This design comes from an exercise in tuning for small area on the open sky130 flow, not from production work. Only simulation tests tie the RTL to the original design; equivalence was not proved. No run shown here takes its clock network from TritonCTS; it comes from the design's own scripts or RTL. No driver is modelled on the clock port, so clock power and skew are understated where the tree is cut down; a real chip needs a root buffer or a tree.

## flow/config.mk

```make
export PLATFORM = sky130hd
export DESIGN_NAME = fir_filter
export DESIGN_NICKNAME = fir_filter
export VERILOG_FILES = /design/flow/design.v
export SDC_FILE = /design/flow/constraint.sdc
export NUM_CORES = 4
export LEC_CHECK = 0
export CAP_MARGIN = 20
export CORE_MARGIN = 2
export CORE_UTILIZATION = 72
export GPL_TIMING_DRIVEN = 0
export SLEW_MARGIN = 20
export SYNTH_HIERARCHICAL = 1
```

## flow/constraint.sdc

```tcl
create_clock -name core_clock -period 13.0 [get_ports {clk}]
set_input_delay 2.6000 -clock core_clock [delete_from_list [all_inputs] [get_ports {clk}]]
set_output_delay 2.6000 -clock core_clock [all_outputs]
set_load 0.01 [all_outputs]
```

## flow/design.v

```verilog
module fir_filter(clk,reset,data_in,data_out);
input clk,reset;
input signed [15:0] data_in;  
output reg signed [15:0] data_out;  
reg [15:0] x0, x1, x2, x3, x4, x5, x6, x7;
wire [15:0] y;
always @(posedge clk or posedge reset)
  if (reset) begin
    x0 <= 0; x1 <= 0; x2 <= 0; x3 <= 0;
    x4 <= 0; x5 <= 0; x6 <= 0; x7 <= 0;
    data_out <= 0;
  end else begin
    x0 <= data_in; x1 <= x0; x2 <= x1; x3 <= x2;
    x4 <= x3; x5 <= x4; x6 <= x5; x7 <= x6;
    data_out <= y;
  end
  wire n1 = x1[0] ^ x6[0];
  wire n2 = x1[0] & x6[0];
  wire n3, n4;
  fir_fa u_n3 (.a(x1[1]), .b(x6[1]), .c(n2), .s(n3), .co(n4));
  wire n5, n6;
  fir_fa u_n5 (.a(x1[2]), .b(x6[2]), .c(n4), .s(n5), .co(n6));
  wire n7, n8;
  fir_fa u_n7 (.a(x1[3]), .b(x6[3]), .c(n6), .s(n7), .co(n8));
  wire n9, n10;
  fir_fa u_n9 (.a(x1[4]), .b(x6[4]), .c(n8), .s(n9), .co(n10));
  wire n11, n12;
  fir_fa u_n11 (.a(x1[5]), .b(x6[5]), .c(n10), .s(n11), .co(n12));
  wire n13, n14;
  fir_fa u_n13 (.a(x1[6]), .b(x6[6]), .c(n12), .s(n13), .co(n14));
  wire n15, n16;
  fir_fa u_n15 (.a(x1[7]), .b(x6[7]), .c(n14), .s(n15), .co(n16));
  wire n17, n18;
  fir_fa u_n17 (.a(x1[8]), .b(x6[8]), .c(n16), .s(n17), .co(n18));
  wire n19, n20;
  fir_fa u_n19 (.a(x1[9]), .b(x6[9]), .c(n18), .s(n19), .co(n20));
  wire n21, n22;
  fir_fa u_n21 (.a(x1[10]), .b(x6[10]), .c(n20), .s(n21), .co(n22));
  wire n23, n24;
  fir_fa u_n23 (.a(x1[11]), .b(x6[11]), .c(n22), .s(n23), .co(n24));
  wire n25, n26;
  fir_fa u_n25 (.a(x1[12]), .b(x6[12]), .c(n24), .s(n25), .co(n26));
  wire n27, n28;
  fir_fa u_n27 (.a(x1[13]), .b(x6[13]), .c(n26), .s(n27), .co(n28));
  wire n29, n30;
  fir_fa u_n29 (.a(x1[14]), .b(x6[14]), .c(n28), .s(n29), .co(n30));
  wire n31, n32;
  fir_fa u_n31 (.a(x1[15]), .b(x6[15]), .c(~n30), .s(n31), .co(n32));
  wire n33 = 1'b1 ^ x2[0] ^ x5[0];
  wire n34 = (1'b1 & x2[0]) | (1'b1 & x5[0]) | (x2[0] & x5[0]);
  wire n35, n36;
  fir_fa u_n35 (.a(x2[1]), .b(x5[1]), .c(n34), .s(n35), .co(n36));
  wire n37, n38;
  fir_fa u_n37 (.a(x2[2]), .b(x5[2]), .c(n36), .s(n37), .co(n38));
  wire n39, n40;
  fir_fa u_n39 (.a(x2[3]), .b(x5[3]), .c(n38), .s(n39), .co(n40));
  wire n41, n42;
  fir_fa u_n41 (.a(x2[4]), .b(x5[4]), .c(n40), .s(n41), .co(n42));
  wire n43, n44;
  fir_fa u_n43 (.a(x2[5]), .b(x5[5]), .c(n42), .s(n43), .co(n44));
  wire n45, n46;
  fir_fa u_n45 (.a(x2[6]), .b(x5[6]), .c(n44), .s(n45), .co(n46));
  wire n47, n48;
  fir_fa u_n47 (.a(x2[7]), .b(x5[7]), .c(n46), .s(n47), .co(n48));
  wire n49, n50;
  fir_fa u_n49 (.a(x2[8]), .b(x5[8]), .c(n48), .s(n49), .co(n50));
  wire n51, n52;
  fir_fa u_n51 (.a(x2[9]), .b(x5[9]), .c(n50), .s(n51), .co(n52));
  wire n53, n54;
  fir_fa u_n53 (.a(x2[10]), .b(x5[10]), .c(n52), .s(n53), .co(n54));
  wire n55, n56;
  fir_fa u_n55 (.a(x2[11]), .b(x5[11]), .c(n54), .s(n55), .co(n56));
  wire n57, n58;
  fir_fa u_n57 (.a(x2[12]), .b(x5[12]), .c(n56), .s(n57), .co(n58));
  wire n59, n60;
  fir_fa u_n59 (.a(x2[13]), .b(x5[13]), .c(n58), .s(n59), .co(n60));
  wire n61, n62;
  fir_fa u_n61 (.a(x2[14]), .b(x5[14]), .c(n60), .s(n61), .co(n62));
  wire n63, n64;
  fir_fa u_n63 (.a(x2[15]), .b(x5[15]), .c(~n62), .s(n63), .co(n64));
  wire n65 = x3[0] ^ x4[0];
  wire n66 = x3[0] & x4[0];
  wire n67, n68;
  fir_fa u_n67 (.a(x3[1]), .b(x4[1]), .c(n66), .s(n67), .co(n68));
  wire n69, n70;
  fir_fa u_n69 (.a(x3[2]), .b(x4[2]), .c(n68), .s(n69), .co(n70));
  wire n71, n72;
  fir_fa u_n71 (.a(x3[3]), .b(x4[3]), .c(n70), .s(n71), .co(n72));
  wire n73, n74;
  fir_fa u_n73 (.a(x3[4]), .b(x4[4]), .c(n72), .s(n73), .co(n74));
  wire n75, n76;
  fir_fa u_n75 (.a(x3[5]), .b(x4[5]), .c(n74), .s(n75), .co(n76));
  wire n77, n78;
  fir_fa u_n77 (.a(x3[6]), .b(x4[6]), .c(n76), .s(n77), .co(n78));
  wire n79, n80;
  fir_fa u_n79 (.a(x3[7]), .b(x4[7]), .c(n78), .s(n79), .co(n80));
  wire n81, n82;
  fir_fa u_n81 (.a(x3[8]), .b(x4[8]), .c(n80), .s(n81), .co(n82));
  wire n83, n84;
  fir_fa u_n83 (.a(x3[9]), .b(x4[9]), .c(n82), .s(n83), .co(n84));
  wire n85, n86;
  fir_fa u_n85 (.a(x3[10]), .b(x4[10]), .c(n84), .s(n85), .co(n86));
  wire n87, n88;
  fir_fa u_n87 (.a(x3[11]), .b(x4[11]), .c(n86), .s(n87), .co(n88));
  wire n89, n90;
  fir_fa u_n89 (.a(x3[12]), .b(x4[12]), .c(n88), .s(n89), .co(n90));
  wire n91, n92;
  fir_fa u_n91 (.a(x3[13]), .b(x4[13]), .c(n90), .s(n91), .co(n92));
  wire n93, n94;
  fir_fa u_n93 (.a(x3[14]), .b(x4[14]), .c(n92), .s(n93), .co(n94));
  wire n95, n96;
  fir_fa u_n95 (.a(x3[15]), .b(x4[15]), .c(~n94), .s(n95), .co(n96));
  wire n97 = ~x0[0] ^ n33;
  wire n98 = ~x0[0] & n33;
  wire n99, n100;
  fir_fa u_n99 (.a(~x0[1]), .b(n98), .c(n35), .s(n99), .co(n100));
  wire n101, n102;
  fir_fa u_n101 (.a(~x0[2]), .b(n37), .c(n100), .s(n101), .co(n102));
  wire n103, n104;
  fir_fa u_n103 (.a(~x0[3]), .b(n39), .c(n102), .s(n103), .co(n104));
  wire n105, n106;
  fir_fa u_n105 (.a(~x0[4]), .b(n41), .c(n104), .s(n105), .co(n106));
  wire n107, n108;
  fir_fa u_n107 (.a(~x0[5]), .b(n43), .c(n106), .s(n107), .co(n108));
  wire n109, n110;
  fir_fa u_n109 (.a(~x0[6]), .b(n45), .c(n108), .s(n109), .co(n110));
  wire n111, n112;
  fir_fa u_n111 (.a(~x0[7]), .b(n47), .c(n110), .s(n111), .co(n112));
  wire n113, n114;
  fir_fa u_n113 (.a(~x0[8]), .b(n49), .c(n112), .s(n113), .co(n114));
  wire n115, n116;
  fir_fa u_n115 (.a(~x0[9]), .b(n51), .c(n114), .s(n115), .co(n116));
  wire n117, n118;
  fir_fa u_n117 (.a(~x0[10]), .b(n53), .c(n116), .s(n117), .co(n118));
  wire n119, n120;
  fir_fa u_n119 (.a(~x0[11]), .b(n55), .c(n118), .s(n119), .co(n120));
  wire n121, n122;
  fir_fa u_n121 (.a(~x0[12]), .b(n57), .c(n120), .s(n121), .co(n122));
  wire n123, n124;
  fir_fa u_n123 (.a(~x0[13]), .b(n59), .c(n122), .s(n123), .co(n124));
  wire n125, n126;
  fir_fa u_n125 (.a(~x0[14]), .b(n61), .c(n124), .s(n125), .co(n126));
  wire n127, n128;
  fir_fa u_n127 (.a(x0[15]), .b(~n63), .c(n126), .s(n127), .co(n128));
  wire n129 = ~n64 ^ n128;
  wire n130 = ~n64 & n128;
  wire n131 = x0[3] ^ n1;
  wire n132 = x0[3] & n1;
  wire n133, n134;
  fir_fa u_n133 (.a(x0[4]), .b(n132), .c(n3), .s(n133), .co(n134));
  wire n135, n136;
  fir_fa u_n135 (.a(x0[5]), .b(n5), .c(n134), .s(n135), .co(n136));
  wire n137, n138;
  fir_fa u_n137 (.a(x0[6]), .b(n7), .c(n136), .s(n137), .co(n138));
  wire n139, n140;
  fir_fa u_n139 (.a(x0[7]), .b(n9), .c(n138), .s(n139), .co(n140));
  wire n141, n142;
  fir_fa u_n141 (.a(x0[8]), .b(n11), .c(n140), .s(n141), .co(n142));
  wire n143, n144;
  fir_fa u_n143 (.a(x0[9]), .b(n13), .c(n142), .s(n143), .co(n144));
  wire n145, n146;
  fir_fa u_n145 (.a(x0[10]), .b(n15), .c(n144), .s(n145), .co(n146));
  wire n147, n148;
  fir_fa u_n147 (.a(x0[11]), .b(n17), .c(n146), .s(n147), .co(n148));
  wire n149, n150;
  fir_fa u_n149 (.a(x0[12]), .b(n19), .c(n148), .s(n149), .co(n150));
  wire n151, n152;
  fir_fa u_n151 (.a(x0[13]), .b(n21), .c(n150), .s(n151), .co(n152));
  wire n153, n154;
  fir_fa u_n153 (.a(x0[14]), .b(n23), .c(n152), .s(n153), .co(n154));
  wire n155, n156;
  fir_fa u_n155 (.a(~x0[15]), .b(n25), .c(n154), .s(n155), .co(n156));
  wire n157 = n27 ^ n156;
  wire n158 = n27 & n156;
  wire n159 = n158 ^ n29;
  wire n160 = n158 & n29;
  wire n161 = n160 ^ ~n31;
  wire n162 = n160 & ~n31;
  wire n163 = ~n32 ^ n162;
  wire n164 = ~n32 & n162;
  wire n165 = 1'b1 ^ x7[0] ^ n3;
  wire n166 = (1'b1 & x7[0]) | (1'b1 & n3) | (x7[0] & n3);
  wire n167, n168;
  fir_fa u_n167 (.a(x7[1]), .b(n5), .c(n166), .s(n167), .co(n168));
  wire n169, n170;
  fir_fa u_n169 (.a(x7[2]), .b(n7), .c(n168), .s(n169), .co(n170));
  wire n171, n172;
  fir_fa u_n171 (.a(x7[3]), .b(n9), .c(n170), .s(n171), .co(n172));
  wire n173, n174;
  fir_fa u_n173 (.a(x7[4]), .b(n11), .c(n172), .s(n173), .co(n174));
  wire n175, n176;
  fir_fa u_n175 (.a(x7[5]), .b(n13), .c(n174), .s(n175), .co(n176));
  wire n177, n178;
  fir_fa u_n177 (.a(x7[6]), .b(n15), .c(n176), .s(n177), .co(n178));
  wire n179, n180;
  fir_fa u_n179 (.a(x7[7]), .b(n17), .c(n178), .s(n179), .co(n180));
  wire n181, n182;
  fir_fa u_n181 (.a(x7[8]), .b(n19), .c(n180), .s(n181), .co(n182));
  wire n183, n184;
  fir_fa u_n183 (.a(x7[9]), .b(n21), .c(n182), .s(n183), .co(n184));
  wire n185, n186;
  fir_fa u_n185 (.a(x7[10]), .b(n23), .c(n184), .s(n185), .co(n186));
  wire n187, n188;
  fir_fa u_n187 (.a(x7[11]), .b(n25), .c(n186), .s(n187), .co(n188));
  wire n189, n190;
  fir_fa u_n189 (.a(x7[12]), .b(n27), .c(n188), .s(n189), .co(n190));
  wire n191, n192;
  fir_fa u_n191 (.a(x7[13]), .b(n29), .c(n190), .s(n191), .co(n192));
  wire n193, n194;
  fir_fa u_n193 (.a(x7[14]), .b(n192), .c(~n31), .s(n193), .co(n194));
  wire n195, n196;
  fir_fa u_n195 (.a(x7[15]), .b(n32), .c(~n194), .s(n195), .co(n196));
  wire n197 = 1'b1 ^ x7[0] ^ n97;
  wire n198 = (1'b1 & x7[0]) | (1'b1 & n97) | (x7[0] & n97);
  wire n199, n200;
  fir_fa u_n199 (.a(x7[1]), .b(n198), .c(n99), .s(n199), .co(n200));
  wire n201, n202;
  fir_fa u_n201 (.a(x7[2]), .b(n200), .c(n101), .s(n201), .co(n202));
  wire n203, n204;
  fir_fa u_n203 (.a(x7[3]), .b(n202), .c(n103), .s(n203), .co(n204));
  wire n205, n206;
  fir_fa u_n205 (.a(x7[4]), .b(n204), .c(n105), .s(n205), .co(n206));
  wire n207, n208;
  fir_fa u_n207 (.a(x7[5]), .b(n206), .c(n107), .s(n207), .co(n208));
  wire n209, n210;
  fir_fa u_n209 (.a(x7[6]), .b(n208), .c(n109), .s(n209), .co(n210));
  wire n211, n212;
  fir_fa u_n211 (.a(x7[7]), .b(n210), .c(n111), .s(n211), .co(n212));
  wire n213, n214;
  fir_fa u_n213 (.a(x7[8]), .b(n212), .c(n113), .s(n213), .co(n214));
  wire n215, n216;
  fir_fa u_n215 (.a(x7[9]), .b(n214), .c(n115), .s(n215), .co(n216));
  wire n217, n218;
  fir_fa u_n217 (.a(x7[10]), .b(n216), .c(n117), .s(n217), .co(n218));
  wire n219, n220;
  fir_fa u_n219 (.a(x7[11]), .b(n218), .c(n119), .s(n219), .co(n220));
  wire n221, n222;
  fir_fa u_n221 (.a(x7[12]), .b(n220), .c(n121), .s(n221), .co(n222));
  wire n223, n224;
  fir_fa u_n223 (.a(x7[13]), .b(n222), .c(n123), .s(n223), .co(n224));
  wire n225, n226;
  fir_fa u_n225 (.a(x7[14]), .b(n224), .c(n125), .s(n225), .co(n226));
  wire n227, n228;
  fir_fa u_n227 (.a(~x7[15]), .b(n226), .c(n127), .s(n227), .co(n228));
  wire n229 = n65 ^ n99;
  wire n230 = n65 & n99;
  wire n231, n232;
  fir_fa u_n231 (.a(n67), .b(n230), .c(n101), .s(n231), .co(n232));
  wire n233, n234;
  fir_fa u_n233 (.a(n69), .b(n232), .c(n103), .s(n233), .co(n234));
  wire n235, n236;
  fir_fa u_n235 (.a(n71), .b(n234), .c(n105), .s(n235), .co(n236));
  wire n237, n238;
  fir_fa u_n237 (.a(n73), .b(n236), .c(n107), .s(n237), .co(n238));
  wire n239, n240;
  fir_fa u_n239 (.a(n75), .b(n238), .c(n109), .s(n239), .co(n240));
  wire n241, n242;
  fir_fa u_n241 (.a(n77), .b(n240), .c(n111), .s(n241), .co(n242));
  wire n243, n244;
  fir_fa u_n243 (.a(n79), .b(n242), .c(n113), .s(n243), .co(n244));
  wire n245, n246;
  fir_fa u_n245 (.a(n81), .b(n244), .c(n115), .s(n245), .co(n246));
  wire n247, n248;
  fir_fa u_n247 (.a(n83), .b(n246), .c(n117), .s(n247), .co(n248));
  wire n249, n250;
  fir_fa u_n249 (.a(n85), .b(n248), .c(n119), .s(n249), .co(n250));
  wire n251, n252;
  fir_fa u_n251 (.a(n87), .b(n250), .c(n121), .s(n251), .co(n252));
  wire n253, n254;
  fir_fa u_n253 (.a(n89), .b(n252), .c(n123), .s(n253), .co(n254));
  wire n255, n256;
  fir_fa u_n255 (.a(n91), .b(n254), .c(n125), .s(n255), .co(n256));
  wire n257, n258;
  fir_fa u_n257 (.a(n93), .b(n256), .c(n127), .s(n257), .co(n258));
  wire n259, n260;
  fir_fa u_n259 (.a(~n95), .b(n129), .c(n258), .s(n259), .co(n260));
  wire n261, n262;
  fir_fa u_n261 (.a(~n96), .b(n130), .c(n260), .s(n261), .co(n262));
  wire n263 = 1'b1 ^ x0[0] ^ n201;
  wire n264 = (1'b1 & x0[0]) | (1'b1 & n201) | (x0[0] & n201);
  wire n265, n266;
  fir_fa u_n265 (.a(x0[1]), .b(n264), .c(n203), .s(n265), .co(n266));
  wire n267, n268;
  fir_fa u_n267 (.a(x0[2]), .b(n266), .c(n205), .s(n267), .co(n268));
  wire n269, n270;
  fir_fa u_n269 (.a(n131), .b(n268), .c(n207), .s(n269), .co(n270));
  wire n271, n272;
  fir_fa u_n271 (.a(n133), .b(n270), .c(n209), .s(n271), .co(n272));
  wire n273, n274;
  fir_fa u_n273 (.a(n135), .b(n272), .c(n211), .s(n273), .co(n274));
  wire n275, n276;
  fir_fa u_n275 (.a(n137), .b(n274), .c(n213), .s(n275), .co(n276));
  wire n277, n278;
  fir_fa u_n277 (.a(n139), .b(n276), .c(n215), .s(n277), .co(n278));
  wire n279, n280;
  fir_fa u_n279 (.a(n141), .b(n278), .c(n217), .s(n279), .co(n280));
  wire n281, n282;
  fir_fa u_n281 (.a(n143), .b(n280), .c(n219), .s(n281), .co(n282));
  wire n283 = n145 ^ n221;
  wire n284 = n145 & n221;
  wire n285, n286;
  fir_fa u_n285 (.a(n147), .b(n284), .c(n223), .s(n285), .co(n286));
  wire n287, n288;
  fir_fa u_n287 (.a(n149), .b(n286), .c(n225), .s(n287), .co(n288));
  wire n289, n290;
  fir_fa u_n289 (.a(n151), .b(n288), .c(n227), .s(n289), .co(n290));
  wire n291, n292;
  fir_fa u_n291 (.a(n153), .b(n129), .c(n228), .s(n291), .co(n292));
  wire n293 = n290 ^ n291;
  wire n294 = n290 & n291;
  wire n295, n296;
  fir_fa u_n295 (.a(n155), .b(n130), .c(n292), .s(n295), .co(n296));
  wire n297 = n294 ^ n295;
  wire n298 = n294 & n295;
  wire n299 = ~(n1 | n199);
  wire n300, n301;
  fir_fa u_n300 (.a(n97), .b(n165), .c(~n299), .s(n300), .co(n301));
  wire n302 = ~(n300 | n263);
  wire n303 = 1'b0 ^ x0[0] ^ n167;
  wire n304 = (1'b0 & x0[0]) | (1'b0 & n167) | (x0[0] & n167);
  wire n305, n306;
  fir_fa u_n305 (.a(n229), .b(n303), .c(n301), .s(n305), .co(n306));
  wire n307 = (~n302 & n305) | (~n302 & n265) | (n305 & n265);
  wire n308, n309;
  fir_fa u_n308 (.a(x0[1]), .b(~n65), .c(n1), .s(n308), .co(n309));
  wire n310, n311;
  fir_fa u_n310 (.a(n308), .b(n304), .c(n169), .s(n310), .co(n311));
  wire n312, n313;
  fir_fa u_n312 (.a(n231), .b(n310), .c(n306), .s(n312), .co(n313));
  wire n314 = (n312 & n267) | (n312 & n307) | (n267 & n307);
  wire n315, n316;
  fir_fa u_n315 (.a(x0[2]), .b(~n67), .c(n309), .s(n315), .co(n316));
  wire n317, n318;
  fir_fa u_n317 (.a(n165), .b(n197), .c(n315), .s(n317), .co(n318));
  wire n319, n320;
  fir_fa u_n319 (.a(n317), .b(n171), .c(n311), .s(n319), .co(n320));
  wire n321, n322;
  fir_fa u_n321 (.a(n233), .b(n319), .c(n313), .s(n321), .co(n322));
  wire n323 = (n321 & n314) | (n321 & n269) | (n314 & n269);
  wire n324, n325;
  fir_fa u_n324 (.a(n131), .b(~n69), .c(n316), .s(n324), .co(n325));
  wire n326, n327;
  fir_fa u_n326 (.a(n167), .b(n318), .c(n324), .s(n326), .co(n327));
  wire n328, n329;
  fir_fa u_n328 (.a(n199), .b(n326), .c(n173), .s(n328), .co(n329));
  wire n330, n331;
  fir_fa u_n330 (.a(n320), .b(n328), .c(n235), .s(n330), .co(n331));
  wire n332, n333;
  fir_fa u_n332 (.a(n322), .b(n330), .c(n323), .s(n332), .co(n333));
  wire n334 = ~(n271 | n332);
  wire n335, n336;
  fir_fa u_n335 (.a(n133), .b(~n71), .c(n325), .s(n335), .co(n336));
  wire n337, n338;
  fir_fa u_n337 (.a(n169), .b(n327), .c(n335), .s(n337), .co(n338));
  wire n339, n340;
  fir_fa u_n339 (.a(n337), .b(n263), .c(n175), .s(n339), .co(n340));
  wire n341, n342;
  fir_fa u_n341 (.a(n329), .b(n339), .c(n331), .s(n341), .co(n342));
  wire n343, n344;
  fir_fa u_n343 (.a(n237), .b(n341), .c(n333), .s(n343), .co(n344));
  wire n345 = (n273 & ~n334) | (n273 & n343) | (~n334 & n343);
  wire n346, n347;
  fir_fa u_n346 (.a(n1), .b(n135), .c(~n73), .s(n346), .co(n347));
  wire n348, n349;
  fir_fa u_n348 (.a(n336), .b(n346), .c(n171), .s(n348), .co(n349));
  wire n350, n351;
  fir_fa u_n350 (.a(n338), .b(n348), .c(n265), .s(n350), .co(n351));
  wire n352, n353;
  fir_fa u_n352 (.a(n340), .b(n177), .c(n350), .s(n352), .co(n353));
  wire n354, n355;
  fir_fa u_n354 (.a(n342), .b(n239), .c(n352), .s(n354), .co(n355));
  wire n356, n357;
  fir_fa u_n356 (.a(n354), .b(n344), .c(n275), .s(n356), .co(n357));
  wire n358 = ~(n345 | n356);
  wire n359, n360;
  fir_fa u_n359 (.a(n165), .b(n137), .c(n347), .s(n359), .co(n360));
  wire n361, n362;
  fir_fa u_n361 (.a(n359), .b(n349), .c(n173), .s(n361), .co(n362));
  wire n363, n364;
  fir_fa u_n363 (.a(n361), .b(n351), .c(n267), .s(n363), .co(n364));
  wire n365, n366;
  fir_fa u_n365 (.a(n179), .b(n353), .c(n363), .s(n365), .co(n366));
  wire n367, n368;
  fir_fa u_n367 (.a(n241), .b(n355), .c(n365), .s(n367), .co(n368));
  wire n369, n370;
  fir_fa u_n369 (.a(n367), .b(n357), .c(n277), .s(n369), .co(n370));
  wire n371 = (n75 & n358) | (n75 & ~n369) | (n358 & ~n369);
  wire n372 = 1'b1 ^ n97 ^ ~n167;
  wire n373 = (1'b1 & n97) | (1'b1 & ~n167) | (n97 & ~n167);
  wire n374, n375;
  fir_fa u_n374 (.a(n372), .b(~n139), .c(n77), .s(n374), .co(n375));
  wire n376, n377;
  fir_fa u_n376 (.a(n360), .b(n175), .c(n362), .s(n376), .co(n377));
  wire n378, n379;
  fir_fa u_n378 (.a(n376), .b(n364), .c(n269), .s(n378), .co(n379));
  wire n380, n381;
  fir_fa u_n380 (.a(n181), .b(n366), .c(n378), .s(n380), .co(n381));
  wire n382, n383;
  fir_fa u_n382 (.a(n243), .b(n368), .c(n380), .s(n382), .co(n383));
  wire n384, n385;
  fir_fa u_n384 (.a(n382), .b(n370), .c(n279), .s(n384), .co(n385));
  wire n386 = (n374 & n371) | (n374 & ~n384) | (n371 & ~n384);
  wire n387, n388;
  fir_fa u_n387 (.a(n229), .b(~n169), .c(n373), .s(n387), .co(n388));
  wire n389, n390;
  fir_fa u_n389 (.a(n387), .b(n79), .c(n375), .s(n389), .co(n390));
  wire n391, n392;
  fir_fa u_n391 (.a(n141), .b(n177), .c(n377), .s(n391), .co(n392));
  wire n393, n394;
  fir_fa u_n393 (.a(n391), .b(n379), .c(n271), .s(n393), .co(n394));
  wire n395, n396;
  fir_fa u_n395 (.a(n183), .b(n381), .c(n393), .s(n395), .co(n396));
  wire n397, n398;
  fir_fa u_n397 (.a(n245), .b(n383), .c(n395), .s(n397), .co(n398));
  wire n399, n400;
  fir_fa u_n399 (.a(n397), .b(n385), .c(n281), .s(n399), .co(n400));
  wire n401 = (n389 & n386) | (n389 & ~n399) | (n386 & ~n399);
  wire n402 = 1'b0 ^ n1 ^ n97;
  wire n403 = (1'b0 & n1) | (1'b0 & n97) | (n1 & n97);
  wire n404, n405;
  fir_fa u_n404 (.a(n402), .b(n171), .c(~n231), .s(n404), .co(n405));
  wire n406, n407;
  fir_fa u_n406 (.a(~n388), .b(n404), .c(n143), .s(n406), .co(n407));
  wire n408, n409;
  fir_fa u_n408 (.a(n81), .b(n390), .c(~n406), .s(n408), .co(n409));
  wire n410, n411;
  fir_fa u_n410 (.a(n179), .b(n392), .c(~n408), .s(n410), .co(n411));
  wire n412, n413;
  fir_fa u_n412 (.a(n410), .b(n394), .c(n273), .s(n412), .co(n413));
  wire n414, n415;
  fir_fa u_n414 (.a(n185), .b(n396), .c(n412), .s(n414), .co(n415));
  wire n416, n417;
  fir_fa u_n416 (.a(n247), .b(n398), .c(n414), .s(n416), .co(n417));
  wire n418, n419;
  fir_fa u_n418 (.a(n416), .b(n282), .c(n283), .s(n418), .co(n419));
  wire n420 = (n400 & n418) | (n400 & ~n401) | (n418 & ~n401);
  wire n421 = 1'b0 ^ n403 ^ n165;
  wire n422 = (1'b0 & n403) | (1'b0 & n165) | (n403 & n165);
  wire n423, n424;
  fir_fa u_n423 (.a(n421), .b(n229), .c(n173), .s(n423), .co(n424));
  wire n425, n426;
  fir_fa u_n425 (.a(~n233), .b(n405), .c(n423), .s(n425), .co(n426));
  wire n427, n428;
  fir_fa u_n427 (.a(n145), .b(n407), .c(~n83), .s(n427), .co(n428));
  wire n429, n430;
  fir_fa u_n429 (.a(n425), .b(n427), .c(n181), .s(n429), .co(n430));
  wire n431, n432;
  fir_fa u_n431 (.a(~n409), .b(n411), .c(n429), .s(n431), .co(n432));
  wire n433, n434;
  fir_fa u_n433 (.a(n431), .b(n413), .c(n187), .s(n433), .co(n434));
  wire n435, n436;
  fir_fa u_n435 (.a(n275), .b(n415), .c(n433), .s(n435), .co(n436));
  wire n437, n438;
  fir_fa u_n437 (.a(n249), .b(n417), .c(n435), .s(n437), .co(n438));
  wire n439, n440;
  fir_fa u_n439 (.a(n437), .b(n419), .c(n285), .s(n439), .co(n440));
  wire n441 = ~(n439 | n420);
  wire n442, n443;
  fir_fa u_n442 (.a(~n97), .b(n167), .c(n422), .s(n442), .co(n443));
  wire n444, n445;
  fir_fa u_n444 (.a(n442), .b(n231), .c(n175), .s(n444), .co(n445));
  wire n446, n447;
  fir_fa u_n446 (.a(n424), .b(n444), .c(n426), .s(n446), .co(n447));
  wire n448, n449;
  fir_fa u_n448 (.a(n235), .b(~n147), .c(n85), .s(n448), .co(n449));
  wire n450, n451;
  fir_fa u_n450 (.a(n428), .b(n446), .c(n183), .s(n450), .co(n451));
  wire n452, n453;
  fir_fa u_n452 (.a(n430), .b(n450), .c(n432), .s(n452), .co(n453));
  wire n454, n455;
  fir_fa u_n454 (.a(n452), .b(n189), .c(n434), .s(n454), .co(n455));
  wire n456, n457;
  fir_fa u_n456 (.a(n277), .b(n436), .c(n454), .s(n456), .co(n457));
  wire n458, n459;
  fir_fa u_n458 (.a(n438), .b(n456), .c(n251), .s(n458), .co(n459));
  wire n460, n461;
  fir_fa u_n460 (.a(n458), .b(n440), .c(n287), .s(n460), .co(n461));
  wire n462 = (n448 & n441) | (n448 & ~n460) | (n441 & ~n460);
  wire n463, n464;
  fir_fa u_n463 (.a(~n229), .b(n169), .c(n443), .s(n463), .co(n464));
  wire n465, n466;
  fir_fa u_n465 (.a(n463), .b(n233), .c(n445), .s(n465), .co(n466));
  wire n467, n468;
  fir_fa u_n467 (.a(n177), .b(n465), .c(n447), .s(n467), .co(n468));
  wire n469, n470;
  fir_fa u_n469 (.a(n237), .b(n87), .c(n449), .s(n469), .co(n470));
  wire n471, n472;
  fir_fa u_n471 (.a(n149), .b(n467), .c(n185), .s(n471), .co(n472));
  wire n473, n474;
  fir_fa u_n473 (.a(n451), .b(n471), .c(n453), .s(n473), .co(n474));
  wire n475, n476;
  fir_fa u_n475 (.a(n473), .b(n191), .c(n455), .s(n475), .co(n476));
  wire n477, n478;
  fir_fa u_n477 (.a(n279), .b(n457), .c(n475), .s(n477), .co(n478));
  wire n479, n480;
  fir_fa u_n479 (.a(n477), .b(n459), .c(n253), .s(n479), .co(n480));
  wire n481, n482;
  fir_fa u_n481 (.a(~n469), .b(n479), .c(n461), .s(n481), .co(n482));
  wire n483, n484;
  fir_fa u_n483 (.a(n289), .b(~n462), .c(n481), .s(n483), .co(n484));
  wire n485, n486;
  fir_fa u_n485 (.a(n171), .b(~n231), .c(n464), .s(n485), .co(n486));
  wire n487, n488;
  fir_fa u_n487 (.a(n485), .b(n235), .c(n466), .s(n487), .co(n488));
  wire n489, n490;
  fir_fa u_n489 (.a(n179), .b(n487), .c(n468), .s(n489), .co(n490));
  wire n491, n492;
  fir_fa u_n491 (.a(n239), .b(n89), .c(n470), .s(n491), .co(n492));
  wire n493, n494;
  fir_fa u_n493 (.a(n151), .b(n489), .c(n187), .s(n493), .co(n494));
  wire n495, n496;
  fir_fa u_n495 (.a(n472), .b(n493), .c(n474), .s(n495), .co(n496));
  wire n497, n498;
  fir_fa u_n497 (.a(~n491), .b(n495), .c(n476), .s(n497), .co(n498));
  wire n499, n500;
  fir_fa u_n499 (.a(n193), .b(n281), .c(n478), .s(n499), .co(n500));
  wire n501, n502;
  fir_fa u_n501 (.a(n497), .b(n499), .c(n480), .s(n501), .co(n502));
  wire n503, n504;
  fir_fa u_n503 (.a(n255), .b(n501), .c(n293), .s(n503), .co(n504));
  wire n505, n506;
  fir_fa u_n505 (.a(n482), .b(n503), .c(n484), .s(n505), .co(n506));
  wire n507, n508;
  fir_fa u_n507 (.a(n173), .b(~n233), .c(n486), .s(n507), .co(n508));
  wire n509, n510;
  fir_fa u_n509 (.a(n507), .b(n237), .c(n488), .s(n509), .co(n510));
  wire n511, n512;
  fir_fa u_n511 (.a(n181), .b(n509), .c(n490), .s(n511), .co(n512));
  wire n513, n514;
  fir_fa u_n513 (.a(n241), .b(n91), .c(n492), .s(n513), .co(n514));
  wire n515, n516;
  fir_fa u_n515 (.a(n153), .b(n511), .c(n189), .s(n515), .co(n516));
  wire n517, n518;
  fir_fa u_n517 (.a(n494), .b(n515), .c(n496), .s(n517), .co(n518));
  wire n519, n520;
  fir_fa u_n519 (.a(~n513), .b(n282), .c(n517), .s(n519), .co(n520));
  wire n521, n522;
  fir_fa u_n521 (.a(n283), .b(n498), .c(~n195), .s(n521), .co(n522));
  wire n523, n524;
  fir_fa u_n523 (.a(n519), .b(n500), .c(n521), .s(n523), .co(n524));
  wire n525, n526;
  fir_fa u_n525 (.a(n502), .b(n257), .c(n523), .s(n525), .co(n526));
  wire n527, n528;
  fir_fa u_n527 (.a(n525), .b(n297), .c(n504), .s(n527), .co(n528));
  wire n529, n530;
  fir_fa u_n529 (.a(n175), .b(~n235), .c(n508), .s(n529), .co(n530));
  wire n531, n532;
  fir_fa u_n531 (.a(n529), .b(n239), .c(n510), .s(n531), .co(n532));
  wire n533, n534;
  fir_fa u_n533 (.a(n183), .b(n531), .c(n512), .s(n533), .co(n534));
  wire n535, n536;
  fir_fa u_n535 (.a(n243), .b(n93), .c(n514), .s(n535), .co(n536));
  wire n537, n538;
  fir_fa u_n537 (.a(n155), .b(n157), .c(n533), .s(n537), .co(n538));
  wire n539, n540;
  fir_fa u_n539 (.a(n191), .b(n516), .c(n537), .s(n539), .co(n540));
  wire n541, n542;
  fir_fa u_n541 (.a(~n535), .b(n539), .c(n518), .s(n541), .co(n542));
  wire n543, n544;
  fir_fa u_n543 (.a(~n196), .b(n520), .c(n541), .s(n543), .co(n544));
  wire n545, n546;
  fir_fa u_n545 (.a(n522), .b(n285), .c(n543), .s(n545), .co(n546));
  wire n547, n548;
  fir_fa u_n547 (.a(n524), .b(n545), .c(n526), .s(n547), .co(n548));
  wire n549, n550;
  fir_fa u_n549 (.a(n259), .b(n296), .c(n547), .s(n549), .co(n550));
  wire n551, n552;
  fir_fa u_n551 (.a(n298), .b(n549), .c(n528), .s(n551), .co(n552));
  wire n553 = 1'b0 ^ n177 ^ n530;
  wire n554 = (1'b0 & n177) | (1'b0 & n530) | (n177 & n530);
  wire n555, n556;
  fir_fa u_n555 (.a(~n237), .b(n553), .c(n241), .s(n555), .co(n556));
  wire n557, n558;
  fir_fa u_n557 (.a(n532), .b(n185), .c(n555), .s(n557), .co(n558));
  wire n559, n560;
  fir_fa u_n559 (.a(n157), .b(n534), .c(n557), .s(n559), .co(n560));
  wire n561, n562;
  fir_fa u_n561 (.a(n159), .b(n95), .c(n538), .s(n561), .co(n562));
  wire n563, n564;
  fir_fa u_n563 (.a(n245), .b(n536), .c(~n559), .s(n563), .co(n564));
  wire n565, n566;
  fir_fa u_n565 (.a(n540), .b(n561), .c(n193), .s(n565), .co(n566));
  wire n567, n568;
  fir_fa u_n567 (.a(~n563), .b(n542), .c(n565), .s(n567), .co(n568));
  wire n569, n570;
  fir_fa u_n569 (.a(n544), .b(n567), .c(n287), .s(n569), .co(n570));
  wire n571, n572;
  fir_fa u_n571 (.a(n546), .b(n569), .c(n548), .s(n571), .co(n572));
  wire n573, n574;
  fir_fa u_n573 (.a(n261), .b(n550), .c(n571), .s(n573), .co(n574));
  wire n575 = 1'b0 ^ n179 ^ n554;
  wire n576 = (1'b0 & n179) | (1'b0 & n554) | (n179 & n554);
  wire n577, n578;
  fir_fa u_n577 (.a(n575), .b(n243), .c(n556), .s(n577), .co(n578));
  wire n579, n580;
  fir_fa u_n579 (.a(n187), .b(n558), .c(n577), .s(n579), .co(n580));
  wire n581, n582;
  fir_fa u_n581 (.a(~n239), .b(n159), .c(n96), .s(n581), .co(n582));
  wire n583, n584;
  fir_fa u_n583 (.a(~n247), .b(n560), .c(n579), .s(n583), .co(n584));
  wire n585, n586;
  fir_fa u_n585 (.a(n161), .b(n581), .c(n562), .s(n585), .co(n586));
  wire n587, n588;
  fir_fa u_n587 (.a(~n564), .b(n583), .c(n585), .s(n587), .co(n588));
  wire n589, n590;
  fir_fa u_n589 (.a(n566), .b(~n195), .c(n587), .s(n589), .co(n590));
  wire n591, n592;
  fir_fa u_n591 (.a(n568), .b(n589), .c(n570), .s(n591), .co(n592));
  wire n593, n594;
  fir_fa u_n593 (.a(n289), .b(n262), .c(n591), .s(n593), .co(n594));
  wire n595, n596;
  fir_fa u_n595 (.a(n572), .b(n593), .c(n574), .s(n595), .co(n596));
  wire n597, n598;
  fir_fa u_n597 (.a(n181), .b(n576), .c(~n241), .s(n597), .co(n598));
  wire n599, n600;
  fir_fa u_n599 (.a(n597), .b(n578), .c(n245), .s(n599), .co(n600));
  wire n601, n602;
  fir_fa u_n601 (.a(n189), .b(n580), .c(n599), .s(n601), .co(n602));
  wire n603, n604;
  fir_fa u_n603 (.a(n161), .b(n582), .c(~n249), .s(n603), .co(n604));
  wire n605, n606;
  fir_fa u_n605 (.a(n584), .b(n601), .c(n163), .s(n605), .co(n606));
  wire n607, n608;
  fir_fa u_n607 (.a(n586), .b(n603), .c(n605), .s(n607), .co(n608));
  wire n609, n610;
  fir_fa u_n609 (.a(~n196), .b(n588), .c(n607), .s(n609), .co(n610));
  wire n611, n612;
  fir_fa u_n611 (.a(n590), .b(n609), .c(n293), .s(n611), .co(n612));
  wire n613, n614;
  fir_fa u_n613 (.a(n592), .b(n611), .c(n594), .s(n613), .co(n614));
  wire n615, n616;
  fir_fa u_n615 (.a(n183), .b(~n243), .c(n598), .s(n615), .co(n616));
  wire n617, n618;
  fir_fa u_n617 (.a(n615), .b(n600), .c(n247), .s(n617), .co(n618));
  wire n619, n620;
  fir_fa u_n619 (.a(n191), .b(n602), .c(n617), .s(n619), .co(n620));
  wire n621, n622;
  fir_fa u_n621 (.a(n164), .b(n163), .c(n604), .s(n621), .co(n622));
  wire n623, n624;
  fir_fa u_n623 (.a(~n251), .b(n619), .c(n606), .s(n623), .co(n624));
  wire n625, n626;
  fir_fa u_n625 (.a(n621), .b(n608), .c(n623), .s(n625), .co(n626));
  wire n627, n628;
  fir_fa u_n627 (.a(n625), .b(n610), .c(n297), .s(n627), .co(n628));
  wire n629, n630;
  fir_fa u_n629 (.a(n612), .b(n627), .c(n614), .s(n629), .co(n630));
  wire n631, n632;
  fir_fa u_n631 (.a(n185), .b(~n245), .c(n616), .s(n631), .co(n632));
  wire n633, n634;
  fir_fa u_n633 (.a(n157), .b(n631), .c(n618), .s(n633), .co(n634));
  wire n635, n636;
  fir_fa u_n635 (.a(n249), .b(n164), .c(n193), .s(n635), .co(n636));
  wire n637, n638;
  fir_fa u_n637 (.a(n620), .b(n633), .c(n635), .s(n637), .co(n638));
  wire n639, n640;
  fir_fa u_n639 (.a(n622), .b(~n253), .c(n624), .s(n639), .co(n640));
  wire n641, n642;
  fir_fa u_n641 (.a(n637), .b(n626), .c(n639), .s(n641), .co(n642));
  wire n643, n644;
  fir_fa u_n643 (.a(n641), .b(n296), .c(n298), .s(n643), .co(n644));
  wire n645, n646;
  fir_fa u_n645 (.a(n628), .b(n643), .c(n630), .s(n645), .co(n646));
  wire n647, n648;
  fir_fa u_n647 (.a(n187), .b(n159), .c(n632), .s(n647), .co(n648));
  wire n649, n650;
  fir_fa u_n649 (.a(~n247), .b(n647), .c(n634), .s(n649), .co(n650));
  wire n651, n652;
  fir_fa u_n651 (.a(n251), .b(n636), .c(~n195), .s(n651), .co(n652));
  wire n653, n654;
  fir_fa u_n653 (.a(n649), .b(n638), .c(n651), .s(n653), .co(n654));
  wire n655, n656;
  fir_fa u_n655 (.a(~n255), .b(n640), .c(n653), .s(n655), .co(n656));
  wire n657, n658;
  fir_fa u_n657 (.a(n642), .b(n655), .c(n644), .s(n657), .co(n658));
  wire n659 = 1'b0 ^ n189 ^ n648;
  wire n660 = (1'b0 & n189) | (1'b0 & n648) | (n189 & n648);
  wire n661, n662;
  fir_fa u_n661 (.a(n161), .b(~n249), .c(n659), .s(n661), .co(n662));
  wire n663, n664;
  fir_fa u_n663 (.a(~n196), .b(n650), .c(n253), .s(n663), .co(n664));
  wire n665, n666;
  fir_fa u_n665 (.a(n661), .b(n652), .c(n663), .s(n665), .co(n666));
  wire n667, n668;
  fir_fa u_n667 (.a(n654), .b(~n257), .c(n665), .s(n667), .co(n668));
  wire n669, n670;
  fir_fa u_n669 (.a(n656), .b(n667), .c(n658), .s(n669), .co(n670));
  wire n671, n672;
  fir_fa u_n671 (.a(n191), .b(n163), .c(n660), .s(n671), .co(n672));
  wire n673, n674;
  fir_fa u_n673 (.a(~n251), .b(n671), .c(n662), .s(n673), .co(n674));
  wire n675, n676;
  fir_fa u_n675 (.a(n255), .b(n664), .c(n673), .s(n675), .co(n676));
  wire n677, n678;
  fir_fa u_n677 (.a(n666), .b(n675), .c(~n259), .s(n677), .co(n678));
  wire n679, n680;
  fir_fa u_n679 (.a(n668), .b(n677), .c(n670), .s(n679), .co(n680));
  wire n681 = 1'b0 ^ n164 ^ n193;
  wire n682 = (1'b0 & n164) | (1'b0 & n193) | (n164 & n193);
  wire n683, n684;
  fir_fa u_n683 (.a(n672), .b(n681), .c(~n253), .s(n683), .co(n684));
  wire n685, n686;
  fir_fa u_n685 (.a(n674), .b(n683), .c(n257), .s(n685), .co(n686));
  wire n687, n688;
  fir_fa u_n687 (.a(n676), .b(n685), .c(n678), .s(n687), .co(n688));
  wire n689, n690;
  fir_fa u_n689 (.a(~n261), .b(n687), .c(n680), .s(n689), .co(n690));
  wire n691 = 1'b1 ^ ~n682 ^ n195;
  wire n692 = (1'b1 & ~n682) | (1'b1 & n195) | (~n682 & n195);
  wire n693, n694;
  fir_fa u_n693 (.a(n691), .b(n255), .c(~n684), .s(n693), .co(n694));
  wire n695, n696;
  fir_fa u_n695 (.a(~n693), .b(n686), .c(n259), .s(n695), .co(n696));
  wire n697, n698;
  fir_fa u_n697 (.a(~n262), .b(n695), .c(n688), .s(n697), .co(n698));
  wire n699, n700;
  fir_fa u_n699 (.a(n196), .b(n692), .c(n257), .s(n699), .co(n700));
  wire n701, n702;
  fir_fa u_n701 (.a(n694), .b(n699), .c(~n261), .s(n701), .co(n702));
  wire n703, n704;
  fir_fa u_n703 (.a(n696), .b(~n701), .c(n698), .s(n703), .co(n704));
  wire n705 = n700 ^ n259 ^ ~n262;
  wire n706 = n702 ^ n705 ^ ~n704;
  wire n707 = n506 ^ n527;
  wire n708 = ~(n506 | n527);
  wire n709 = ~n551 ^ n708;
  wire n710 = ~n551 & n708;
  wire n711, n712;
  fir_fa u_n711 (.a(n552), .b(n573), .c(~n710), .s(n711), .co(n712));
  wire n713 = n595 ^ n712;
  wire n714 = ~(n595 | n712);
  wire n715, n716;
  fir_fa u_n715 (.a(n596), .b(n613), .c(~n714), .s(n715), .co(n716));
  wire n717 = n629 ^ n716;
  wire n718 = ~(n629 | n716);
  wire n719 = ~n645 ^ n718;
  wire n720 = ~n645 & n718;
  wire n721 = n646 ^ n657;
  wire n722 = ~(n646 | n657);
  wire n723 = ~n669 ^ n722;
  wire n724 = ~n669 & n722;
  wire n725 = ~n679 ^ n724;
  wire n726 = ~n679 & n724;
  wire n727 = ~n689 ^ n726;
  wire n728 = ~n689 & n726;
  wire n729, n730;
  fir_fa u_n729 (.a(n690), .b(n697), .c(~n728), .s(n729), .co(n730));
  wire n731 = n703 ^ n730;
  wire n732 = ~(n703 | n730);
  wire n733 = n706 ^ n732;
  wire n734 = n646 ^ n657 ^ 1'b0;
  wire n735 = (n646 & n657) | (n646 & 1'b0) | (n657 & 1'b0);
  wire n736 = n669 ^ n735;
  wire n737 = ~(n669 | n735);
  wire n738 = ~n679 ^ n737;
  wire n739 = ~n679 & n737;
  wire n740 = ~n689 ^ n739;
  wire n741 = ~n689 & n739;
  wire n742, n743;
  fir_fa u_n742 (.a(n690), .b(n697), .c(~n741), .s(n742), .co(n743));
  wire n744 = n703 ^ n743;
  wire n745 = ~(n703 | n743);
  wire n746 = n706 ^ n745;
  wire n747 = n720 ? ~n734 : n721;
  wire n748 = n720 ? n736 : n723;
  wire n749 = n720 ? n738 : n725;
  wire n750 = n720 ? n740 : n727;
  wire n751 = n720 ? n742 : n729;
  wire n752 = n720 ? n744 : n731;
  wire n753 = n720 ? n746 : n733;
  assign y = {n753, n752, ~n751, n750, n749, n748, n747, n719, n717, ~n715, n713, ~n711, n709, n707, ~n505, ~n483};
endmodule
module fir_fa(a, b, c, s, co);
input a, b, c;
output s, co;
assign s = a ^ b ^ c;
assign co = (a & b) | (a & c) | (b & c);
endmodule
```

## flow/flow/run.sh

```bash
#!/bin/bash
# The standard layout (bash standard.sh) with these changes:
#  - port buffers (one per input and output port, as standard) use buf_1 cells;
#  - after clock tree synthesis, its tree is replaced (POST_CTS_TCL hook) by a
#    two-level tree (flow/mantree.tcl, flow/rebuild.tcl): clk -> one clkbuf_8
#    -> 8 clkbuf_8 leaves, each driving the x* sample flip-flops of one
#    placement cluster; the 16 data_out flip-flops get their own leaf, fed
#    through two clkdlybuf4s50_1 cells.  That skew only helps the
#    register-to-register paths x* -> data_out (the filter arithmetic); the
#    input paths (data_in -> x0) see the normal clock and the output paths
#    (data_out -> ports) only lose slack.
# standard.sh's output goes to standard_flow.log; ORFS's per-step logs stay in orfs/logs.
set -euo pipefail
FLOWDIR="$PWD/flow"
cat > "$PWD/post_cts.tcl" <<EOF
source $FLOWDIR/mantree.tcl
source $FLOWDIR/rebuild.tcl
clktree_rebuild 8 sky130_fd_sc_hd__clkbuf_8 sky130_fd_sc_hd__clkbuf_8 {data_out*} sky130_fd_sc_hd__clkdlybuf4s50_1 2
detailed_placement
check_placement -verbose
estimate_parasitics -placement
report_worst_slack -max
report_worst_slack -min
EOF
export POST_CTS_TCL="$PWD/post_cts.tcl"
export BUFFER_PORTS_ARGS="-buffer_cell sky130_fd_sc_hd__buf_1"
export CTS_ARGS="-sink_clustering_enable -repair_clock_nets -buf_list sky130_fd_sc_hd__clkbuf_8 -dont_use_dummy_load"
bash standard.sh > standard_flow.log 2>&1
```

## flow/flow/mantree.tcl

```tcl
# Build a two-level clock tree by hand: the clock port drives one root
# buffer, which drives NLEAF leaf buffers, each feeding the flip-flops of one
# k-means cluster (by placed location) directly.
proc mantree_build { nleaf leaf_cell root_cell {late_pat ""} {dly_cell ""} {ndly 0} } {
  set db [ord::get_db]
  set block [ord::get_db_block]
  set clknet [$block findNet clk]
  set sinks {}
  set late {}
  foreach it [$clknet getITerms] {
    if {$late_pat ne "" && [string match $late_pat [[$it getInst] getName]]} {
      lappend late $it
    } else {
      lappend sinks $it
    }
  }
  set pts {}
  foreach it $sinks {
    set b [[$it getInst] getBBox]
    lappend pts [list [expr {([$b xMin] + [$b xMax]) / 2}] [expr {([$b yMin] + [$b yMax]) / 2}]]
  }
  set n [llength $pts]
  # k-means, deterministic init: sinks sorted by x then split evenly
  set order [lsort -integer -indices [lmap p $pts {lindex $p 0}]]
  set cent {}
  for {set k 0} {$k < $nleaf} {incr k} {
    set i [lindex $order [expr {int(($k + 0.5) * $n / $nleaf)}]]
    lappend cent [lindex $pts $i]
  }
  set cap [expr {int(ceil(double($n) / $nleaf)) + 2}]
  for {set iter 0} {$iter < 30} {incr iter} {
    # capacity-limited assignment: closest sink-centroid pairs first
    set pairs {}
    for {set i 0} {$i < $n} {incr i} {
      set p [lindex $pts $i]
      for {set k 0} {$k < $nleaf} {incr k} {
        set c [lindex $cent $k]
        set d [expr {abs([lindex $p 0] - [lindex $c 0]) + abs([lindex $p 1] - [lindex $c 1])}]
        lappend pairs [list $d $i $k]
      }
    }
    set pairs [lsort -real -index 0 $pairs]
    set asg [lrepeat $n -1]
    set cnt [lrepeat $nleaf 0]
    foreach pr $pairs {
      lassign $pr d i k
      if {[lindex $asg $i] >= 0} continue
      if {[lindex $cnt $k] >= $cap} continue
      lset asg $i $k
      lset cnt $k [expr {[lindex $cnt $k] + 1}]
    }
    set newc {}
    for {set k 0} {$k < $nleaf} {incr k} {
      set sx 0; set sy 0; set m 0
      for {set i 0} {$i < $n} {incr i} {
        if {[lindex $asg $i] == $k} {
          set sx [expr {$sx + [lindex $pts $i 0]}]
          set sy [expr {$sy + [lindex $pts $i 1]}]
          incr m
        }
      }
      if {$m > 0} {
        lappend newc [list [expr {$sx / $m}] [expr {$sy / $m}]]
      } else {
        lappend newc [lindex $cent $k]
      }
    }
    set cent $newc
  }
  # root buffer at the centroid of the leaves
  set rx 0; set ry 0
  foreach c $cent { set rx [expr {$rx + [lindex $c 0]}]; set ry [expr {$ry + [lindex $c 1]}] }
  set rx [expr {$rx / $nleaf}]; set ry [expr {$ry / $nleaf}]
  set rmaster [$db findMaster $root_cell]
  set lmaster [$db findMaster $leaf_cell]
  set root [odb::dbInst_create $block $rmaster "clkroot_buf"]
  $root setLocation [expr {int($rx)}] [expr {int($ry)}]
  $root setPlacementStatus PLACED
  set rnet [odb::dbNet_create $block "clk_root"]
  $rnet setSigType CLOCK
  foreach it $sinks { $it disconnect }
  foreach it $late { $it disconnect }
  [$root findITerm A] connect $clknet
  [$root findITerm X] connect $rnet
  for {set k 0} {$k < $nleaf} {incr k} {
    set leaf [odb::dbInst_create $block $lmaster "clkleaf_buf_$k"]
    $leaf setLocation [expr {int([lindex $cent $k 0])}] [expr {int([lindex $cent $k 1])}]
    $leaf setPlacementStatus PLACED
    set lnet [odb::dbNet_create $block "clk_leaf_$k"]
    $lnet setSigType CLOCK
    [$leaf findITerm A] connect $rnet
    [$leaf findITerm X] connect $lnet
    for {set i 0} {$i < $n} {incr i} {
      if {[lindex $asg $i] == $k} {
        [lindex $sinks $i] connect $lnet
      }
    }
  }
  if {[llength $late] > 0} {
    # the late cluster: root net -> ndly delay cells -> one leaf buffer
    set lx 0; set ly 0
    foreach it $late {
      set b [[$it getInst] getBBox]
      set lx [expr {$lx + ([$b xMin] + [$b xMax]) / 2}]
      set ly [expr {$ly + ([$b yMin] + [$b yMax]) / 2}]
    }
    set lx [expr {int($lx / [llength $late])}]; set ly [expr {int($ly / [llength $late])}]
    set prev $rnet
    set dmaster [$db findMaster $dly_cell]
    for {set d 0} {$d < $ndly} {incr d} {
      set di [odb::dbInst_create $block $dmaster "clkdly_buf_$d"]
      $di setLocation $lx $ly
      $di setPlacementStatus PLACED
      set dn [odb::dbNet_create $block "clk_dly_$d"]
      $dn setSigType CLOCK
      [$di findITerm A] connect $prev
      [$di findITerm X] connect $dn
      set prev $dn
    }
    set leaf [odb::dbInst_create $block $lmaster "clkleaf_buf_late"]
    $leaf setLocation $lx $ly
    $leaf setPlacementStatus PLACED
    set lnet [odb::dbNet_create $block "clk_leaf_late"]
    $lnet setSigType CLOCK
    [$leaf findITerm A] connect $prev
    [$leaf findITerm X] connect $lnet
    foreach it $late { $it connect $lnet }
  }
  puts "mantree: $n sinks, $nleaf leaves, cluster sizes $cnt, late [llength $late] via $ndly $dly_cell"
}
```

## flow/flow/rebuild.tcl

```tcl
# Replace the clock tree that clock_tree_synthesis built with a two-level
# tree (mantree.tcl): every flip-flop clock pin goes back on the clock net,
# the CTS buffers and their nets are removed, then the new tree is built.
proc clktree_rebuild { nleaf leaf_cell root_cell {late_pat ""} {dly_cell ""} {ndly 0} } {
  set block [ord::get_db_block]
  set clknet [$block findNet clk]
  set bufs {}
  foreach inst [$block getInsts] {
    if {[string match "clkbuf_*" [$inst getName]] && [string match "sky130_fd_sc_hd__clkbuf_*" [[$inst getMaster] getName]]} {
      lappend bufs $inst
    }
  }
  set nets {}
  foreach b $bufs {
    set onet [[$b findITerm X] getNet]
    if {$onet ne "NULL"} { lappend nets $onet }
  }
  foreach onet $nets {
    foreach it [$onet getITerms] {
      set inst [$it getInst]
      if {[lsearch -exact $bufs $inst] >= 0} continue
      $it disconnect
      $it connect $clknet
    }
  }
  foreach b $bufs { odb::dbInst_destroy $b }
  foreach onet $nets { odb::dbNet_destroy $onet }
  puts "clktree_rebuild: removed [llength $bufs] CTS buffers"
  mantree_build $nleaf $leaf_cell $root_cell $late_pat $dly_cell $ndly
}
```

## flow/standard.sh

```bash
#!/bin/bash
# synth_recipe.tcl (not shown) runs the flow's synth.tcl, then flattens the netlist and writes it again
# the make line also repeats each setting of config.mk as NAME=value (left out here)
make -C /OpenROAD-flow-scripts/flow DESIGN_CONFIG=/design/flow/config.mk WORK_HOME=/design/flow/orfs CLKGATE_MAP_FILE= SYNTH_SCRIPT=/design/flow/synth_recipe.tcl "${@:-finish}"
```

==> run summary, run 1 <==
status no timing/DRC/antenna violations; DRT iter0 DRCs 229; vias per cell 5.63; R2R Setup Slk 970 ps; top cells by area, synth fa_1, dfrtp_1, ha_1; delay of the slowest critical-path stage 600 ps; most frequent CP cell fa_1; Die Wd 129 µm; worst min path class register to register; Cell variety after synth 24; die height 129 µm; Synthesized Nets 1,026; min Tclk post-route 12,030 ps; die outline area 16,600 µm²; top-count cell post-synth fa_1; layout cells sized above 1 7.11%; CP max FO 5; Setup crit start x3[0]; Clk pin slew, worst setup/hold paths 90 ps; required time of the worst setup path 14,290 ps; synthesized area 11,200 µm²; synth warn 7; port bufs 33; RSZ-0062 raised after global routing no; asr flop ratio synth 100%; Max Cap Viol 0; Setup WS pre-CTS -442 ps; via count 5,016; vias in the first global route 6,134; area grow syn2layout 5.97%; Setup CP Type register to register; Crit. End Element register; area of the core 15,200 µm²; Synth Instances 650; Yosys top cell by area fa_1; clock skew 962 ps; Worst Tran Pin Value 455 ps; Worst Setup Slack, final 967 ps; Critical-path top delay cell fa_2; GPL Wtd Cong 0.962; commonest register cell after synthesis dfrtp_1; Final #Nets 1,081; Slew Limit Fails 0; FP Rows 45; hold violation count in the final report 0; final worst-path cycle share 92.6%; Routed Antenna Nets 0; CP startpoint kind register; Synth top area share 57.7%; sequential-to-total area share from yosys stat 32.2%; max_slew headroom 69.7%; Commonest cells post-synth fa_1, dfrtp_1, inv_1, ha_1, xnor2_1; Yosys reg bits 144; starting density of the core 73.7%; drt total wl 20,100 µm; Peak Freq 83.1 MHz; Tot GR Track Use 27.6%; CP Data Arrival Time 13,320 ps; Pre-Repair DR Iteration Count 4; Skew-Pair Late Insertion Delay 1360 ps; DP HPWL 17,700 µm; Num Clock Sinks 144; ANT cells 0; number of synthesized flops with an enable pin 0; Critical R2R Launch x3[0]; initial antenna violation count 0; final setup fails 0; Post-route DRC 0; worst hold start x7[15]; boundary pin count 34; mean post-synth cell area 17.2 µm²; total gr overflow 0; largest net degree at the start of global routing 77; post-DR wirelength/cell 22.5 µm; global-route wire length before repair 33,400 µm; final hold slack 330 ps
## modules after synthesis (local to each module, per instance)
module | cells | cell area [µm²] | flops+latches | times used
fir_filter | 327 | 4740 | 144 | 1
fir_fa | 1 | 20.0 | 0 | 323
## cell families after synthesis
group / after synthesis / synth area share [%]
compound gates: 10 / 0.659
simple gates: 13 / 0.570
fa+ha+maj: 359 / 61.7
mux: 4 / 0.402
buf+inv: 111 / 3.79
xor+xnor: 9 / 0.704
flops: 144 / 32.2
## critical path, delay by kind of cell, from the launching register on
kind	cells	cell delay [ps]
xor+xnor	2	330
fa+ha+maj	29	11350
buf+inv	7	490
flops	1	410
mux	1	250
simple gates	1	100
## cells in the final DEF (no fill, tap or decap), types with 2 or more instances in the layout
| cell | synthesis | final |
|---|---|---|
| o22ai_1 | 3 | 3 |
| buf_1 | 0 | 33 |
| nand2_1 | 4 | 4 |
| a31oi_1 | 2 | 2 |
| clkdlybuf4s50_1 | 0 | 2 |
| fa_2 | 0 | 26 |
| xor2_1 | 2 | 2 |
| nand2b_1 | 2 | 2 |
| xnor2_1 | 7 | 7 |
| ha_1 | 35 | 35 |
| clkbuf_8 | 0 | 10 |
| dfrtp_1 | 144 | 144 |
| nor2b_1 | 2 | 2 |
| inv_1 | 110 | 109 |
| nor2_1 | 3 | 3 |
| mux2i_1 | 2 | 2 |
| fa_1 | 323 | 297 |
| buf_4 | 0 | 7 |
## worst paths after layout
| check | to | cells after the start |
|---|---|---|
| hold reg to reg | data_out[15] | 5 |
| min in group asynchronous | data_out[1] | 3 |
| max in group asynchronous | x0[0] | 3 |
| setup / recovery | data_out[15] | 40 |
| hold / removal | data_out[15] | 5 |
| setup reg to reg | data_out[15] | 40 |
## layout make-up
type,count,area (µm²)
Inverter,110,420
Timing Repair Buffer,41,204
Fill cell,889,3330
Buffer,13,169
Sequential cell,144,3600
Multi-Input combinational cell,395,7240
Tap cell,188,235
## metrics by stage
stage	instances	setup TNS [ps]	utilization, %	area [µm²]
floorplan	650	0	-	11200
global placement	871	-405	76.1	11600
detailed placement	872	-1230	76.3	11600
global route	891	0	78.1	11900
finish	891	0	78.1	11900
## per-layer routing
layer	vias up	global-route usage, %	wire (µm)
met5	-	0	0
met4	0	4.16	286
met3	20	4.74	1260
met2	159	43.2	9920
met1	2814	44.1	8620
li1	2023	-	-
## sequential cells by signal, summed over array words and instances, names as in the netlist
signal and cells:
x2 16, x1 16, data_out 16, x3 16, x4 16, x7 16, x5 16, x6 16
x0 16
==> run 2, diff against run 1 <==
--- a/flow/flow/run.sh
+++ b/flow/flow/run.sh
@@ -23,6 +23,8 @@
 report_worst_slack -min
 EOF
 export POST_CTS_TCL="$PWD/post_cts.tcl"
+# the timing repair that follows global routing runs with the final clock tree
+export SKIP_CTS_REPAIR_TIMING=1
 export BUFFER_PORTS_ARGS="-buffer_cell sky130_fd_sc_hd__buf_1"
 export CTS_ARGS="-sink_clustering_enable -repair_clock_nets -buf_list sky130_fd_sc_hd__clkbuf_8 -dont_use_dummy_load"
 bash standard.sh > standard_flow.log 2>&1
==> run 2 against run 1 <==
Compared with the run above: still clean; die area stayed put; first-iteration DRC count is 11% higher; critical path type unchanged; largest cell class unchanged.
==> run summary, run 2 <==
die outline area 16,600 µm² (unchanged); final setup fails 0 (unchanged); Layout Cells excl Fill 884 (-0.79%); Synth top area share 57.7% (unchanged); die height 129 µm (unchanged); Clk pin slew, worst setup/hold paths 90 ps (about the same); drt total wl 19,600 µm (-2.3%); initial antenna violation count 0 (unchanged); FP Rows 45 (unchanged); Worst Tran Pin Value 455 ps (+0.369 ps); Yosys top cell by area fa_1; ANT cells 0 (unchanged); Routed Antenna Nets 0 (unchanged); DRT iter0 DRCs 255 (+11%); commonest non-fill, non-tap cell in the layout fa_1; DP HPWL 17,700 µm (unchanged); Post-route DRC 0 (unchanged); via count 4,941 (-1.5%); min Tclk post-route 12,420 ps (+392 ps); Slew Limit Fails 0 (unchanged); synth warn 7 (unchanged); port bufs 33 (unchanged); number of placed cells counting well taps 872 (unchanged); GPL Wtd Cong 0.962 (unchanged); Critical R2R Launch x1[0]; hold violation count in the final report 0 (unchanged); final hold slack 333 ps (+2.40 ps); global-route wire length before repair 33,000 µm (-1.4%); Pre-Repair DR Iteration Count 5 (+1); commonest register cell after synthesis dfrtp_1; Num Clock Sinks 144 (unchanged); top cells by area, synth fa_1, dfrtp_1, ha_1; status no timing/DRC/antenna violations; Final #Nets 1,074 (-0.65%); final worst-path cycle share 95.6% (+3.0 points); Post-Place Cell Area 11,600 µm² (unchanged); RSZ-0062 raised after global routing no; post-DR wirelength/cell 22.2 µm (-1.5%); required time of the worst setup path 14,290 ps (about the same); largest net degree at the start of global routing 77 (unchanged); area grow syn2layout 4.92%; area of the core 15,200 µm² (unchanged); Skew-Pair Late Insertion Delay 1360 ps (about the same); top-count cell post-synth fa_1; clock skew 962 ps (-0.0330 ps); Setup crit start x1[0]; CP max FO 5 (unchanged); starting density of the core 73.7% (unchanged); vias per cell 5.59 (-0.72%); mean post-synth cell area 17.2 µm² (unchanged); total gr overflow 0 (unchanged); worst hold start x7[15]; max_slew headroom 69.6% (about the same); Setup CP Type register to register; Crit. End Element register; most frequent CP cell fa_1; Tot GR Track Use 27.1% (-0.52 points); Peak Freq 80.5 MHz (-3.2%); Yosys reg bits 144 (unchanged); layout cells sized above 1 2.44% (-4.7 points); Commonest cells post-synth fa_1, dfrtp_1, inv_1, ha_1, xnor2_1; Critical-path top delay cell fa_1; delay of the slowest critical-path stage 760 ps (+160 ps); CP startpoint kind register; CP Data Arrival Time 13,710 ps (+390 ps); Cell variety after synth 24 (unchanged); asr flop ratio synth 100% (unchanged); sequential-to-total area share from yosys stat 32.2% (unchanged); synthesized area 11,200 µm² (unchanged); Synth Instances 650 (unchanged); Synthesized Nets 1,026 (unchanged); worst min path class register to register; final instance area 11,800 µm² (-0.99%); number of synthesized flops with an enable pin 0 (unchanged); Die Wd 129 µm (unchanged); most frequent cells in the layout fa_1, dfrtp_1, inv_1, ha_1, buf_1; vias in the first global route 6,091 (-0.70%); boundary pin count 34 (unchanged); Max Cap Viol 0 (unchanged)
==> run 2: modules after synthesis, one instance, submodules excluded <==
module      area [µm²]  times used
fir_filter        4740           1
fir_fa            20.0         323
==> run 2: cell type report <==
cell class | count | area (µm²)
plain buffers | 13 | 169
fillers | 900 | 3450
inverters | 110 | 420
multi-input cells | 395 | 7180
flip-flops and latches | 144 | 3600
well taps | 188 | 235
repair buffers | 34 | 151
==> run 2: path summary, 6_finish.rpt <==
| path | end | slack [ps] | cells after the start |
|---|---|---|---|
| min in group asynchronous | data_out[1] | 1720 | 3 |
| max in group asynchronous | x0[0] | 10060 | 3 |
| worst min register to register | data_out[15] | 330 | 5 |
| worst max-delay path | data_out[15] | 580 | 40 |
| worst min-delay path | data_out[15] | 330 | 5 |
| worst max register to register | data_out[15] | 580 | 40 |
==> run 2: critical path: cells and delay by family (launching register included) <==
| kind | cells | cell delay [ps] |
|---|---|---|
| buf+inv | 6 | 420 |
| fa+ha+maj | 30 | 11800 |
| xor+xnor | 2 | 330 |
| simple gates | 1 | 100 |
| flops | 1 | 390 |
| mux | 1 | 250 |
==> run 2: per-stage QoR <==
stage               worst slack, ps  TNS (ps)  util [%]
floorplan                       413         0         -
global placement               -277      -405      76.1
detailed placement             -442     -1230      76.3
global route                    119         0      77.3
finish                          575         0      77.3
==> run 2: logic make-up (layout without fill, tap and decap cells) <==
logic type      after synthesis  count (layout)  synth area share, %
compound gates               10              10                0.659
xor+xnor                      9               9                0.704
fa+ha+maj                   359             359                 61.7
buf+inv                     111             157                 3.79
flops                       144             144                 32.2
mux                           4               4                0.402
simple gates                 13              13                0.570
==> run 2: per-layer routing <==
| metal | vias up | track usage [%] | share of wire, % |
|---|---|---|---|
| met4 | 0 | 3.84 | 1.2 |
| met1 | 2786 | 43.8 | 44 |
| li1 | 2006 | - | - |
| met2 | 134 | 42.1 | 49 |
| met5 | - | 0 | 0 |
| met3 | 15 | 4.45 | 5.9 |

-- re-timing with driven ports --
The flow's constraints put no driver on any port. The routed layouts listed below were extracted and timed again, unchanged, in two steps.
Step 1 (the two cells are an assumption about what drives the block):
set clk [get_ports {clk}]
set_driving_cell -lib_cell sky130_fd_sc_hd__clkbuf_16 $clk
set_driving_cell -lib_cell sky130_fd_sc_hd__buf_2 [delete_from_list [all_inputs] $clk]
Step 2, shift: input delay + t, output delay - t, t = (earliest + latest rising clock arrival at the registers) / 2. This alone moves slack from input paths to output paths.
a / b / c = ideal / step 1 / step 2; a / b = the first two.
| run | t, ns | slack for setup (ns) | worst setup path after step 2 | clock arrival spread, ns | slew at the worst register clock pin (ns) |
|---|---|---|---|---|---|
| run 1 | 0.907 | 0.967 / 0.967 / 0.967 | register to register | 0.962 / 0.961 | 0.10 / 0.10 |
| run 2 | 0.908 | 0.575 / 0.575 / 0.575 | register to register | 0.962 / 0.962 | 0.10 / 0.10 |
Clock arrivals are far apart in run 1 and run 2, so t is only a midpoint there and step 2 fits no single register.
